What follows belongs to an exercise in optimizing a design on an open flow for small area and a short achievable clock period; a production flow would make more cautious choices. In this exercise RTL edits were held to simulation tests only and were not proved equivalent to the original. No activity file was given, so power comes from the tool's default toggle rates.

## MEMCTRL_CORE
module MEMCTRL_CORE(
   BIST_PASS,
   MEM_ADDR, MEM_CE, MEM_WEB, MEM_OEB, MEM_CSB, MEM_IDATA, MEM_ODATA_SELECT,
   SPARE_MEM_ADDR, SPARE_MEM_CE, SPARE_MEM_WEB, SPARE_MEM_OEB, SPARE_MEM_CSB,
   SPARE_MEM_IDATA, SPARE_MEM_ODATA_SELECT,
   ADDR, CE, CLK, CSB, IDATA, OEB, RSTN, WEB, BIST_EN, BIST_MODE, MEM_ODATA
   );
   input  [15:0]        ADDR;
   input                CE;
   input                CLK;
   input                CSB;
   input [7:0]          IDATA;
   input                OEB;
   input                RSTN;
   input                WEB;
   input                BIST_EN;
   input [2:0]          BIST_MODE;
   input [7:0]          MEM_ODATA;
   output               BIST_PASS;
   output [9:0]         MEM_ADDR;
   output               MEM_CE;
   output               MEM_WEB;
   output [63:0]        MEM_OEB;
   output [63:0]        MEM_CSB;
   output [7:0]         MEM_IDATA;
   output [5:0]         MEM_ODATA_SELECT;
   output [6:0]         SPARE_MEM_ADDR;
   output               SPARE_MEM_CE;
   output               SPARE_MEM_WEB;
   output [24:0]        SPARE_MEM_OEB;
   output [24:0]        SPARE_MEM_CSB;
   output [7:0]         SPARE_MEM_IDATA;
   output [4:0]         SPARE_MEM_ODATA_SELECT;
   localparam NF = 25;           
   wire en0 = BIST_EN & BIST_MODE[0];    
   wire en1 = BIST_EN & BIST_MODE[1];    
   wire en2 = BIST_EN & BIST_MODE[2];    
   wire ent = en1 | en2;                 
   reg       s0, s1, s2, st;
   reg [1:0] k0, k1, k2, kt;
   wire step0 = en0 & s0 & (&k0);
   wire step1 = en1 & s1 & (&k1);
   wire step2 = en2 & s2 & (&k2);
   wire stept = ent & st & (&kt);
   always @(posedge CLK or negedge RSTN) begin
      if (!RSTN) begin
         s0 <= 1'b0; s1 <= 1'b0; s2 <= 1'b0; st <= 1'b0;
         k0 <= 2'd0; k1 <= 2'd0; k2 <= 2'd0; kt <= 2'd0;
      end
      else begin
         s0 <= en0; k0 <= en0 ? k0 + {1'b0, s0} : 2'd0;
         s1 <= en1; k1 <= en1 ? k1 + {1'b0, s1} : 2'd0;
         s2 <= en2; k2 <= en2 ? k2 + {1'b0, s2} : 2'd0;
         st <= ent; kt <= ent ? kt + {1'b0, st} : 2'd0;
      end
   end
   reg [15:0] lf16;    
   reg [7:0]  lf8;     
   reg [15:0] gcnt;    
   reg [15:0] bcnt;    
   reg        tog;     
   always @(posedge CLK or negedge RSTN) begin
  ...
Size: ~2100 cells after synthesis, roughly 270 I/O pins, roughly 22000 um2 of cells after synthesis.
Settings: LEC_CHECK=0, CAP_MARGIN=20, CORE_MARGIN=2, CORE_UTILIZATION=65, CTS_BUF_LIST=sky130_fd_sc_hd__clkbuf_16, CTS_CLUSTER_DIAMETER=100, CTS_CLUSTER_SIZE=20, SLEW_MARGIN=20; clock period 350.0 ns.
standard.sh (not shown) runs the stock make flow with config.mk's settings and CLKGATE_MAP_FILE= SYNTH_SCRIPT=/design/flow/synth_recipe.tcl, a recipe that flattens the netlist after the stock synthesis.
==> flow/flow/run.sh <==
#!/bin/bash
# The standard layout (standard.sh: standard synthesis, floorplan, place,
# CTS, route, finish), except that the buffers put on the input and output
# ports are the smallest buffer cell instead of the resizer's default choice,
# and the clock tree is built without dummy balancing loads.
# make's full output goes to flow_make.log; each ORFS step keeps its own log
# under orfs/logs/.
set -euo pipefail
bash standard.sh \
  "BUFFER_PORTS_ARGS=-buffer_cell sky130_fd_sc_hd__buf_1" \
  "CTS_ARGS=-sink_clustering_enable -repair_clock_nets -sink_clustering_size 20 -sink_clustering_max_diameter 100 -buf_list sky130_fd_sc_hd__clkbuf_16 -dont_use_dummy_load" \
  finish > flow_make.log 2>&1
Next try:
--- a/flow/design.v
+++ b/flow/design.v
@@ -230,29 +230,29 @@
          mo <= BIST_EN ? boon : (~flt & ~OEB);
          sc <= ~BIST_EN & flt & ~CSB;
          so <= ~BIST_EN & flt & ~OEB;
       end
    end
    always @(posedge CLK) begin
       ra   <= BIST_EN ? baddr  : ADDR[9:0];
       rd   <= BIST_EN ? bidata : IDATA;
       rce  <= BIST_EN ? bce    : CE;
       rweb <= BIST_EN ? bweb   : WEB;
-      rsel <= BIST_EN ? bsel   : ADDR[15:10];
+      rsel <= BIST_EN ? bsel   : (flt ? {1'b0, sceff} : ADDR[15:10]);
       ridx <= BIST_EN ? bpidx  : ADDR[15:10];
    end
    wire [7:0] lo8 = 8'd1 << ridx[2:0];
    wire [7:0] hi8 = 8'd1 << ridx[5:3];
    wire [7:0] hic = {8{mc}} & hi8;
    wire [7:0] hio = {8{mo}} & hi8;
-   wire [7:0] slo = 8'd1 << screg[2:0];
-   wire [3:0] shi = 4'd1 << screg[4:3];
+   wire [7:0] slo = 8'd1 << rsel[2:0];
+   wire [3:0] shi = 4'd1 << rsel[4:3];
    wire [3:0] shc = {4{sc}} & shi;
    wire [3:0] sho = {4{so}} & shi;
    genvar gj;
    generate
       for (gj = 0; gj < 64; gj = gj + 1) begin : g_mem_sel
          assign MEM_CSB[gj] = ~(hic[gj / 8] & lo8[gj % 8]);
          assign MEM_OEB[gj] = ~(hio[gj / 8] & lo8[gj % 8]);
       end
       for (gj = 0; gj < 25; gj = gj + 1) begin : g_spare_sel
          assign SPARE_MEM_CSB[gj] = ~(shc[gj / 8] & slo[gj % 8]);
@@ -261,12 +261,12 @@
    endgenerate
    assign MEM_ADDR         = {10{fm}} & ra;
    assign MEM_CE           = fm & rce;
    assign MEM_WEB          = ~fm | rweb;
    assign MEM_IDATA        = {8{fm}} & rd;
    assign MEM_ODATA_SELECT = {6{fm}} & rsel;
    assign SPARE_MEM_ADDR         = {7{fs}} & ra[6:0];
    assign SPARE_MEM_CE           = fs & rce;
    assign SPARE_MEM_WEB          = ~fs | rweb;
    assign SPARE_MEM_IDATA        = {8{fs}} & rd;
-   assign SPARE_MEM_ODATA_SELECT = {5{fs}} & screg;
+   assign SPARE_MEM_ODATA_SELECT = {5{fs}} & rsel[4:0];
 endmodule
The new run finished clean.
Setup slack gets worse by 0.70 ns.
Die area shrinks by about 1.4%.
Worst hold slack is better by 0.030 ns.
Synthesized area fell by 1.4%.
Routed wire length goes up by 3.4%.
Sequential share of layout area went up by 0.57 points.

---

MEMCTRL_CORE again, from the RTL that the note above started with.
// MEMCTRL_CORE
module MEMCTRL_CORE(
   BIST_PASS,
   MEM_ADDR, MEM_CE, MEM_WEB, MEM_OEB, MEM_CSB, MEM_IDATA, MEM_ODATA_SELECT,
   SPARE_MEM_ADDR, SPARE_MEM_CE, SPARE_MEM_WEB, SPARE_MEM_OEB, SPARE_MEM_CSB,
   SPARE_MEM_IDATA, SPARE_MEM_ODATA_SELECT,
   ADDR, CE, CLK, CSB, IDATA, OEB, RSTN, WEB, BIST_EN, BIST_MODE, MEM_ODATA
   );
==> flow/config.mk <==
export PLATFORM = sky130hd
export DESIGN_NAME = MEMCTRL_CORE
export DESIGN_NICKNAME = MEMCTRL_CORE
export VERILOG_FILES = /design/flow/design.v
export SDC_FILE = /design/flow/constraint.sdc
export NUM_CORES = 4
export LEC_CHECK = 0
export CAP_MARGIN = 20
export CORE_MARGIN = 2
export CORE_UTILIZATION = 40
export CTS_BUF_LIST = sky130_fd_sc_hd__clkbuf_16
export CTS_CLUSTER_DIAMETER = 100
export CTS_CLUSTER_SIZE = 20
export SLEW_MARGIN = 20
==> flow/constraint.sdc <==
create_clock -name core_clock -period 350.0 [get_ports {CLK}]
set_input_delay 70.0000 -clock core_clock [delete_from_list [all_inputs] [get_ports {CLK}]]
set_output_delay 70.0000 -clock core_clock [all_outputs]
set_load 0.01 [all_outputs]
==> flow/flow/run.sh <==
#!/bin/bash
# The standard layout (standard.sh: standard synthesis, floorplan, place,
# CTS, route, finish), except that the buffers put on the input and output
# ports are the smallest buffer cell instead of the resizer's default choice.
# make's full output goes to flow_make.log; each ORFS step keeps its own log
# under orfs/logs/.
set -euo pipefail
bash standard.sh "BUFFER_PORTS_ARGS=-buffer_cell sky130_fd_sc_hd__buf_1" finish > flow_make.log 2>&1
==> next run, changes <==
--- a/flow/design.v
+++ b/flow/design.v
@@ -156,34 +156,24 @@
       integer k;
       reg d;
       begin
          d = 1'b1;
          for (k = 0; k < 9; k = k + 1)
            d = (nb[k] & a[k]) | (nb[k] & d) | (a[k] & d);
          lt9 = ~d;
       end
    endfunction
-   function lt9n(input [8:0] na, input [8:0] b);
-      integer k;
-      reg c;
-      begin
-         c = 1'b0;
-         for (k = 0; k < 9; k = k + 1)
-           c = (na[k] & b[k]) | (na[k] & c) | (b[k] & c);
-         lt9n = c;
-      end
-   endfunction
    reg [NF-1:0] hit, below;
    integer i;
    always @(*) begin
       for (i = 0; i < NF; i = i + 1) begin
-         hit[i]   = (n > i) && (fe[9*i +: 9] == ~cblk);
-         below[i] = (n > i) && lt9n(fe[9*i +: 9], rblk);
+         hit[i]   = (n > i) && (fe[9*i +: 9] == cblk);
+         below[i] = (n > i) && lt9(fe[9*i +: 9], ~rblk);
       end
    end
    wire flt = |hit;
    reg [4:0] cnt;
    always @(*) begin
       cnt = 5'd0;
       for (i = 0; i < NF; i = i + 1) cnt = cnt + {4'd0, below[i]};
    end
    wire [4:0] sceff = pend ? cnt : screg;
@@ -200,19 +190,19 @@
       else begin
          fbc   <= fbc + {4'd0, ins};
          n     <= insn ? n + 5'd1 : n;
          screg <= sceff;
          pend  <= ~BIST_EN & flt;
       end
    end
    always @(posedge CLK) begin
       for (i = 0; i < NF; i = i + 1)
-        if (wr && (n == i)) fe[9*i +: 9] <= ~dra;
+        if (wr && (n == i)) fe[9*i +: 9] <= dra;
    end
    reg       fm, fs;       
    reg       mc, mo;       
    reg       sc, so;       
    reg [7:0] rd;
    reg       rce, rweb;
    reg [5:0] rsel;
    always @(posedge CLK or negedge RSTN) begin
       if (!RSTN) begin
@@ -231,27 +221,27 @@
          sc <= ~BIST_EN & flt & ~CSB;
          so <= ~BIST_EN & flt & ~OEB;
       end
    end
    always @(posedge CLK) begin
       ra   <= BIST_EN ? baddr  : ADDR[9:0];
       rd   <= BIST_EN ? bidata : IDATA;
       rce  <= BIST_EN ? bce    : CE;
       rweb <= BIST_EN ? bweb   : WEB;
-      rsel <= BIST_EN ? bsel   : ADDR[15:10];
+      rsel <= BIST_EN ? bsel   : (flt ? {1'b0, sceff} : ADDR[15:10]);
       ridx <= BIST_EN ? bpidx  : ADDR[15:10];
    end
    wire [7:0] lo8 = 8'd1 << ridx[2:0];
    wire [7:0] hi8 = 8'd1 << ridx[5:3];
    wire [7:0] hic = {8{mc}} & hi8;
    wire [7:0] hio = {8{mo}} & hi8;
-   wire [7:0] slo = 8'd1 << screg[2:0];
-   wire [3:0] shi = 4'd1 << screg[4:3];
+   wire [7:0] slo = 8'd1 << rsel[2:0];
+   wire [3:0] shi = 4'd1 << rsel[4:3];
    wire [3:0] shc = {4{sc}} & shi;
    wire [3:0] sho = {4{so}} & shi;
    genvar gj;
    generate
       for (gj = 0; gj < 64; gj = gj + 1) begin : g_mem_sel
          assign MEM_CSB[gj] = ~(hic[gj / 8] & lo8[gj % 8]);
          assign MEM_OEB[gj] = ~(hio[gj / 8] & lo8[gj % 8]);
       end
       for (gj = 0; gj < 25; gj = gj + 1) begin : g_spare_sel
@@ -262,11 +252,11 @@
    assign MEM_ADDR         = {10{fm}} & ra;
    assign MEM_CE           = fm & rce;
    assign MEM_WEB          = ~fm | rweb;
    assign MEM_IDATA        = {8{fm}} & rd;
    assign MEM_ODATA_SELECT = {6{fm}} & rsel;
    assign SPARE_MEM_ADDR         = {7{fs}} & ra[6:0];
    assign SPARE_MEM_CE           = fs & rce;
    assign SPARE_MEM_WEB          = ~fs | rweb;
    assign SPARE_MEM_IDATA        = {8{fs}} & rd;
-   assign SPARE_MEM_ODATA_SELECT = {5{fs}} & screg;
+   assign SPARE_MEM_ODATA_SELECT = {5{fs}} & rsel[4:0];
 endmodule
Outcome: Non-clock buffer count does not change; global-route usage went up by 0.33 points; via count went down by 0.98%; combinational power went up by 20%; wire length increases by 2.2%; final cell count is higher by 2.0%; final area goes up by about 2%; total power is higher by 8.4%.

## what the ideal ports hide
How much do the figures lean on ideal ports? The routed layouts below were timed once more, with nothing changed but the port constraints. Step 1: set_driving_cell puts a clkbuf_16 on CLK and a buf_2 on each other input, an assumption about the parent block. Step 2 times the ports against the registers' clock, not the clock port: input delays grow and output delays shrink by t, the midpoint of the rising clock arrivals with the driver on. Three values: no drivers, after step 1, after step 2; two values: the first two.
| run | t (ns) | setup WS [ns] | worst setup path at the end | cell pins on the clock port's net |
|---|---|---|---|---|
| the first run of note 1 | 0.594 | 277.326 / 277.273 / 276.887 | input to register | 1 |
| the second run of note 1 | 0.589 | 276.623 / 276.656 / 276.068 | input to register | 1 |
| the first run of note 2 | 0.629 | 276.896 / 276.839 / 276.690 | input to register | 1 |
| the second run of note 2 | 0.629 | 276.615 / 276.549 / 276.305 | input to register | 1 |
After both steps setup and hold are still met in every run listed. The setup slack of the second run of note 1, which loses most, moves by +0.033 ns with the drivers and by -0.555 ns with both steps.
